What follows belongs to an exercise in optimizing a design on an open flow for small area; a production flow would make more cautious choices. Only simulation tests tie the RTL to the original design; equivalence was not proved. Power is estimated from default activity; no workload was simulated.

==> inputs of job 7686 <==
// ALU
module ALU (
    input  logic clk,
    input  logic rst_n,
    input  logic [5:0] alu_op,
    input  logic word,
    input  logic [15:0] a,
    input  logic [15:0] b,
    input  logic cf_in,
    input  logic [4:0] shift_cnt,
    output logic [15:0] result
);
export LEC_CHECK = 0
export CAP_MARGIN = 0
export CORE_MARGIN = 2
export CORE_UTILIZATION = 75
export CTS_BUF_LIST = sky130_fd_sc_hd__clkbuf_4
export CTS_CLUSTER_SIZE = 30
export SLEW_MARGIN = 0
export SYNTH_HIERARCHICAL = 1
export SYNTH_MINIMUM_KEEP_SIZE = 0
create_clock -name core_clock -period 100.0 [get_ports {clk}]
standard.sh (not shown) runs the stock make flow with config.mk's settings and CLKGATE_MAP_FILE= SYNTH_SCRIPT=/design/flow/synth_recipe.tcl, a recipe that flattens the netlist after the stock synthesis.
==> flow/flow/run.sh <==
#!/bin/bash
# The standard layout (the standard.sh, unchanged synthesis), with the
# port buffers made from the smallest buffer cell instead of the default pick.
set -euo pipefail
export BUFFER_PORTS_ARGS="-buffer_cell sky130_fd_sc_hd__buf_1"
bash standard.sh > standard.log 2>&1
==> inputs of job 1924, as changes to job 7686 <==
- CORE_UTILIZATION: 75 -> 60
==> inputs of job 4427, as changes to job 7686 <==
- CORE_UTILIZATION: 75 -> 25
==> comparison table <==
Status: job 1924 finished clean; job 7686 finished clean; job 4427 finished clean
Estimated wirelength of the detail-placed design: job 1924 13100 µm; job 7686 12900 µm; job 4427 13800 µm
Worst-case vdd ir drop: job 1924 0.0103 mV; job 7686 0.0102 mV; job 4427 0.00756 mV
Cell row count: job 1924 34; job 7686 30; job 4427 53
Combinational cell power: job 1924 102 µW; job 7686 107 µW; job 4427 98.2 µW
Fraction of the cycle the final worst path needs: job 1924 0.883; job 7686 0.885; job 4427 0.857
Starting density of the core: job 1924 0.614; job 7686 0.780; job 4427 0.254
Leakage power summed over all cells: job 1924 0.00214 µW; job 7686 0.00214 µW; job 4427 0.00215 µW
Net switching component of the power: job 1924 64.5 µW; job 7686 67.5 µW; job 4427 61.8 µW
Detailed route wirelength on metal2: job 1924 7750 µm; job 7686 7880 µm; job 4427 7890 µm
Slew HR: job 1924 0.152; job 7686 0.208; job 4427 0.259
Final routed wirelength across all metal layers: job 1924 16200 µm; job 7686 16500 µm; job 4427 15700 µm
Relative area of non-clock buffer cells in the final design: job 1924 0.0438; job 7686 0.0439; job 4427 0.0435
Net switching fraction of the power: job 1924 0.551; job 7686 0.557; job 4427 0.546
Crit path max-delay cell type: job 1924 sky130_fd_sc_hd__and3_1; job 7686 sky130_fd_sc_hd__and3_1; job 4427 sky130_fd_sc_hd__inv_1
Global-route wire length before repair: job 1924 26400 µm; job 7686 26200 µm; job 4427 25800 µm
Fraction of area in multi-input gates: job 1924 0.836; job 7686 0.838; job 4427 0.805
Standard cell area after detailed placement: job 1924 5720 µm²; job 7686 5700 µm²; job 4427 5930 µm²
Metal-1 WL: job 1924 6630 µm; job 7686 5620 µm; job 4427 6730 µm
Final core area utilization: job 1924 0.661; job 7686 0.838; job 4427 0.284
RePlAce Congestion: job 1924 1.02; job 7686 0.938; job 4427 0.884

==> inputs of v10 <==
==> flow/design.v <==
`timescale 1ns/1ns
module ALU_fa (
    input  logic x,
    input  logic y,
    input  logic ci,
    output logic s,
    output logic co
);
    assign s  = x ^ y ^ ci;
    assign co = (x & y) | (ci & (x ^ y));
endmodule
module ALU_mx (
    input  logic s,
    input  logic x,
    input  logic sel,
    input  logic nsel,
    output logic xo_n
);
    assign xo_n = ~((s | nsel) & (x | sel));
endmodule
module ALU_inv (
    input  logic a,
    output logic y
);
    assign y = ~a;
endmodule
module ALU_bs (
    input  logic b,
    input  logic nsh,
    input  logic pa,
    input  logic pb,
    output logic bs
);
    assign bs = (b & nsh) | (pa & pb);
endmodule
module ALU_yb (
    input  logic       a,
    input  logic       bs,
    input  logic [3:0] lut,
    output logic       y
);
    assign y = lut[{a, bs}];
endmodule
module ALU_nor2 (
    input  logic a,
    input  logic b,
    output logic y
);
    assign y = ~(a | b);
endmodule
module ALU_a22o (
    input  logic a1,
    input  logic a2,
    input  logic b1,
    input  logic b2,
    output logic x
);
    assign x = (a1 & a2) | (b1 & b2);
endmodule
module ALU_o21a (
    input  logic a1,
    input  logic a2,
    input  logic b1,
    output logic x
);
    assign x = (a1 | a2) & b1;
endmodule
module ALU_o211a (
    input  logic a1,
    input  logic a2,
    input  logic b1,
    input  logic c1,
    output logic x
);
    assign x = (a1 | a2) & b1 & c1;
endmodule
module ALU_ob (
    input  logic x,
    input  logic selx,
    input  logic q,
    input  logic selq,
    input  logic r,
    input  logic hold,
    output logic d
);
    assign d = (selx & x) | (selq & q) | (hold & r);
endmodule
module ALU_and2 (
    input  logic a,
    input  logic b,
    output logic y
);
    assign y = a & b;
endmodule
module ALU_nand2 (
    input  logic a,
    input  logic b,
    output logic y
);
    assign y = ~(a & b);
endmodule
module ALU_a21o (
    input  logic a1,
    input  logic a2,
    input  logic b1,
    output logic x
);
    assign x = (a1 & a2) | b1;
endmodule
module ALU_dec (
    input  logic [5:0] alu_op,
    input  logic [4:0] shift_cnt,
    input  logic       rst_n,
    input  logic       cf_in,
    output logic       x0a,      
    output logic       nsh,      
    output logic [3:0] pa,       
    output logic [3:0] pb,
    output logic       divm,     
    output logic       mulm,     
    output logic       narith0,  
    output logic       cin0,     
    output logic [3:0] lut,      
    output logic       selx,     
    output logic       selq,     
    output logic       hold,     
    output logic       ror       
);
    logic o0, o1, o2, o3, o4, o5;
    assign {o5, o4, o3, o2, o1, o0} = alu_op;
    logic valid, en, g0, sh, rr;
    logic [4:0] s;
    assign valid = ~o5 & (~o4 | (~o3 & ~(o2 & o1)));
    assign en    = rst_n & valid;
    assign g0    = ~o4 & ~o3;
    assign divm  = o4 ? o2 : (o3 & o2 & (o0 | ~o1));
    assign mulm  = o4 ? (~o2 & o1) : (o0 & (o3 ? (~o2 & o1) : (o2 & ~o1)));
    assign x0a   = o4 ? ~o1 : (o3 ? o2 : ~(o2 & (o1 | o0)));
    assign cin0  = divm | (g0 & ~o2 & (o1 | o0)) | (o4 & ~o2 & ~o1 & ~o0 & cf_in);
    assign narith0 = mulm | divm;
    assign rr    = ~o4 & o3 & o2 & o1 & o0;
    assign sh    = ~o4 & o3 & ((o2 & (~o1 | o0)) | (~o2 & o1 & o0));
    assign nsh   = ~sh;
    assign s     = rr ? 5'd1 : shift_cnt;
    always_comb begin
        for (int i = 0; i < 4; i++) begin
            pa[i] = sh & (s[1:0] == i);
            pb[i] = ~s[4] & (s[3:2] == i);
        end
    end
    always_comb begin
        case (alu_op[4:0])
            5'd0:                  lut = 4'b1010;    
            5'd1, 5'd2:            lut = 4'b0101;    
            5'd3, 5'd14, 5'd17:    lut = 4'b0000;
            5'd4, 5'd5:            lut = 4'b1111;
            5'd6, 5'd10:           lut = 4'b1000;    
            5'd7:                  lut = 4'b1110;    
            5'd8:                  lut = 4'b0110;    
            5'd9:                  lut = 4'b0011;    
            5'd16:                 lut = 4'b1100;    
            5'd11, 5'd18, 5'd19:   lut = 4'b1010;    
            5'd12, 5'd13, 5'd15, 5'd20, 5'd21: lut = 4'b0101;    
            default:               lut = 4'bxxxx;
        endcase
    end
    assign selx = ~divm & en;
    assign selq = divm & ~(shift_cnt[4] & ~o4 & ~o1) & en;
    assign hold = ~en;
    assign ror  = rr & en;
endmodule
module ALU (
    input  logic clk,
    input  logic rst_n,
    input  logic [5:0] alu_op,
    input  logic word,
    input  logic [15:0] a,
    input  logic [15:0] b,
    input  logic cf_in,
    input  logic [4:0] shift_cnt,
    output logic [15:0] result
);
    genvar k;
    logic       x0a, nsh, divm, mulm, narith0, cin0, selx, selq, hold, ror;
    logic [3:0] pa, pb, lut;
    ALU_dec u_dec (
        .alu_op(alu_op), .shift_cnt(shift_cnt), .rst_n(rst_n), .cf_in(cf_in),
        .x0a(x0a), .nsh(nsh), .pa(pa), .pb(pb), .divm(divm), .mulm(mulm),
        .narith0(narith0), .cin0(cin0), .lut(lut), .selx(selx), .selq(selq),
        .hold(hold), .ror(ror)
    );
    logic [15:0] bs, y, yn;
    generate
        for (k = 0; k < 16; k++) begin : g_y
            ALU_bs  u_bs (.b(b[k]), .nsh(nsh), .pa(pa[k % 4]), .pb(pb[k / 4]), .bs(bs[k]));
            ALU_yb  u_yb (.a(a[k]), .bs(bs[k]), .lut(lut), .y(y[k]));
            ALU_inv u_yn (.a(y[k]), .y(yn[k]));
        end
    endgenerate
    logic [16:0] hz;           
    assign hz[0] = divm;
    logic [15:0] x0;
    generate
        for (k = 0; k < 16; k++) begin : g_x0
            if (((15 - k) & 1) == 1) begin : g_n
                ALU_nand2 u_x0 (.a(a[k]), .b(x0a), .y(x0[k]));
            end else begin : g_p
                ALU_and2 u_x0 (.a(a[k]), .b(x0a), .y(x0[k]));
            end
        end
    endgenerate
    logic [15:0] xo [0:15];    
    logic [15:0] q;
    generate
        for (k = 15; k >= 0; k--) begin : g_row
            localparam int W = 16 - k;
            localparam logic P = 1'((15 - k) & 1);
            logic [W-1:0] xi, yi;
            logic [W:0]   c;
            logic         sel, nsel;
            if (k == 15) begin : g_first
                assign xi = x0[15];
            end else begin : g_next
                assign xi = {xo[k+1][15:k+1], x0[k]};
            end
            assign yi   = P ? yn[W-1:0] : y[W-1:0];
            assign c[0] = ((k == 0) ? cin0 : divm) ^ P;
            if (P) begin : g_ctl_n
                logic nma;
                if (k == 0) begin : g_h0
                    ALU_inv u_hz (.a(divm), .y(hz[k+1]));
                end else begin : g_h
                    ALU_nand2 u_hz (.a(hz[k]), .b(y[16-k]), .y(hz[k+1]));
                end
                ALU_nand2 u_ma (.a(mulm), .b(a[k]), .y(nma));
                if (k == 0) begin : g_s0
                    ALU_o211a u_s (.a1(c[W]), .a2(hz[k+1]), .b1(nma), .c1(narith0), .x(nsel));
                end else begin : g_s
                    ALU_o21a u_s (.a1(c[W]), .a2(hz[k+1]), .b1(nma), .x(nsel));
                end
                ALU_inv u_sel (.a(nsel), .y(sel));
            end else begin : g_ctl_p
                ALU_nor2 u_hz (.a(hz[k]), .b(yn[16-k]), .y(hz[k+1]));
                ALU_a22o u_s (.a1(mulm), .a2(a[k]), .b1(c[W]), .b2(hz[k+1]), .x(sel));
                ALU_inv u_nsel (.a(sel), .y(nsel));
            end
            assign q[k] = sel;
            for (genvar j = 0; j < W; j++) begin : g_bit
                logic s;
                ALU_fa u_fa (.x(xi[j]), .y(yi[j]), .ci(c[j]), .s(s), .co(c[j+1]));
                ALU_mx u_mx (.s(s), .x(xi[j]), .sel(sel), .nsel(nsel), .xo_n(xo[k][k+j]));
            end
            if (k > 0) begin : g_lo
                assign xo[k][k-1:0] = '0;
            end
        end
    endgenerate
    logic [15:0] d;
    generate
        for (k = 0; k < 16; k++) begin : g_ob
            logic dk;
            ALU_ob u_ob (
                .x(xo[0][k]), .selx(selx), .q(q[k]), .selq(selq),
                .r(result[k]), .hold(hold), .d(dk)
            );
            if (k == 15) begin : g_ror
                ALU_a21o u_e (.a1(ror), .a2(a[0]), .b1(dk), .x(d[k]));
            end else begin : g_plain
                assign d[k] = dk;
            end
        end
    endgenerate
    always_ff @(posedge clk)
        result <= d;
endmodule
==> flow/flow/run.sh <==
#!/bin/bash
# The standard layout (the standard.sh, unchanged synthesis), with the
# port buffers made from the smallest buffer cell instead of the default pick.
set -euo pipefail
export BUFFER_PORTS_ARGS="-buffer_cell sky130_fd_sc_hd__buf_1"
bash standard.sh > standard.log 2>&1
==> flow/standard.sh <==
#!/bin/bash
# synth_recipe.tcl (not shown) runs the flow's synth.tcl, then flattens the netlist and writes it again
# the make line also repeats each setting of config.mk as NAME=value (left out here)
make -C /OpenROAD-flow-scripts/flow DESIGN_CONFIG=/design/flow/config.mk WORK_HOME=/design/flow/orfs CLKGATE_MAP_FILE= SYNTH_SCRIPT=/design/flow/synth_recipe.tcl "${@:-finish}"
==> flow/config.mk <==
export PLATFORM = sky130hd
export DESIGN_NAME = ALU
export DESIGN_NICKNAME = ALU
export VERILOG_FILES = /design/flow/design.v
export SDC_FILE = /design/flow/constraint.sdc
export NUM_CORES = 4
export LEC_CHECK = 0
export CAP_MARGIN = 0
export CORE_MARGIN = 2
export CORE_UTILIZATION = 70
export CTS_BUF_LIST = sky130_fd_sc_hd__clkbuf_4
export CTS_CLUSTER_DIAMETER = 500
export CTS_CLUSTER_SIZE = 50
export GPL_TIMING_DRIVEN = 0
export SLEW_MARGIN = 0
export SYNTH_HIERARCHICAL = 1
export SYNTH_MINIMUM_KEEP_SIZE = 0
==> flow/constraint.sdc <==
create_clock -name core_clock -period 100.0 [get_ports {clk}]
set_input_delay 20.0000 -clock core_clock [delete_from_list [all_inputs] [get_ports {clk}]]
set_output_delay 20.0000 -clock core_clock [all_outputs]
set_load 0.01 [all_outputs]
==> inputs of v11, as changes to v10 <==
==> flow/run.sh (new file) <==
#!/bin/bash
# synth_recipe.tcl (not shown) runs the flow's synth.tcl, then flattens the netlist and writes it again
# the make line also repeats each setting of config.mk as NAME=value (left out here)
make -C /OpenROAD-flow-scripts/flow DESIGN_CONFIG=/design/flow/config.mk WORK_HOME=/design/flow/orfs CLKGATE_MAP_FILE= SYNTH_SCRIPT=/design/flow/synth_recipe.tcl finish
==> flow/config.mk (replaced) <==
export PLATFORM = sky130hd
export DESIGN_NAME = ALU
export DESIGN_NICKNAME = ALU
export VERILOG_FILES = /design/flow/design.v
export SDC_FILE = /design/flow/constraint.sdc
export NUM_CORES = 4
export LEC_CHECK = 0
export CAP_MARGIN = 0
export CORE_MARGIN = 2
export CORE_UTILIZATION = 40
export CTS_BUF_LIST = sky130_fd_sc_hd__clkbuf_4
export CTS_CLUSTER_SIZE = 30
export SLEW_MARGIN = 0
export SYNTH_HIERARCHICAL = 1
export SYNTH_MINIMUM_KEEP_SIZE = 0
removed: flow/flow/run.sh
removed: flow/standard.sh
==> inputs of v24, as changes to v10 <==
==> flow/config.mk (replaced) <==
export PLATFORM = sky130hd
export DESIGN_NAME = ALU
export DESIGN_NICKNAME = ALU
export VERILOG_FILES = /design/flow/design.v
export SDC_FILE = /design/flow/constraint.sdc
export NUM_CORES = 4
export LEC_CHECK = 0
export CAP_MARGIN = 0
export CORE_MARGIN = 2
export CORE_UTILIZATION = 40
export CTS_BUF_LIST = sky130_fd_sc_hd__clkbuf_4
export CTS_CLUSTER_SIZE = 30
export SLEW_MARGIN = 0
export SYNTH_HIERARCHICAL = 1
export SYNTH_MINIMUM_KEEP_SIZE = 0
==> reports/metrics.csv <==
metric,value,unit
status,failed layout checks,
SO Faults,"max-capacitance violations, max-slew violations",
MaxCap Viol Count,1,
max-slew violation count,17,
That was v10.
==> reports/metrics.csv <==
metric,value,unit
status,"complete, no violations",
Storage cell area,320,um^2
RSZ-0062 raised after global routing,false,
nets,769,
CLK BUF,3,
max-slew violation count,0,
That was v11.
==> reports/metrics.csv <==
metric,value,unit
Filler cells,1328,
status,"complete, no violations",
MaxCap Viol Count,0,
GR Util met2,41.2,%
max-slew violation count,0,
Biggest Area Class,multi-input combinational cells,
count of non-CTS inverters in the layout,54,
That was v24.

## re-timing with driven ports
The results above use ideal ports. As a check the final layouts listed here were re-extracted and re-timed, cells and wires unchanged.
Step 1, drivers: a clkbuf_16 drives clk and a buf_2 each remaining input, both assumed.
Step 2 adds t to the input delays and takes it off the output delays; t is the mean of the earliest and latest rising clock arrival at the registers after step 1. Input paths then give back, and output paths get back, about the clock's delay inside the block.
Three values: no drivers, after step 1, after step 2; two values: the first two.
| run | shift t [ns] | setup WS [ns] | worst slew at a driven data input, ns | pins driven straight from the clock port |
|---|---|---|---|---|
| job 7686 | 0.301 | 11.504 / 11.497 / 11.196 | 0.05 | 1 |
| job 1924 | 0.311 | 11.712 / 11.712 / 11.401 | 0.05 | 1 |
| job 4427 | 0.325 | 14.304 / 14.309 / 13.984 | 0.05 | 1 |
| v10 | 0.317 | 13.798 / 13.797 / 13.481 | 0.04 | 1 |
| v11 | 0.300 | 14.808 / 14.808 / 14.508 | 0.04 | 1 |
| v24 | 0.299 | 15.870 / 15.869 / 15.570 | 0.04 | 1 |
The setup slack of job 4427, which loses most, moves by +0.005 ns with the drivers and by -0.320 ns with both steps.
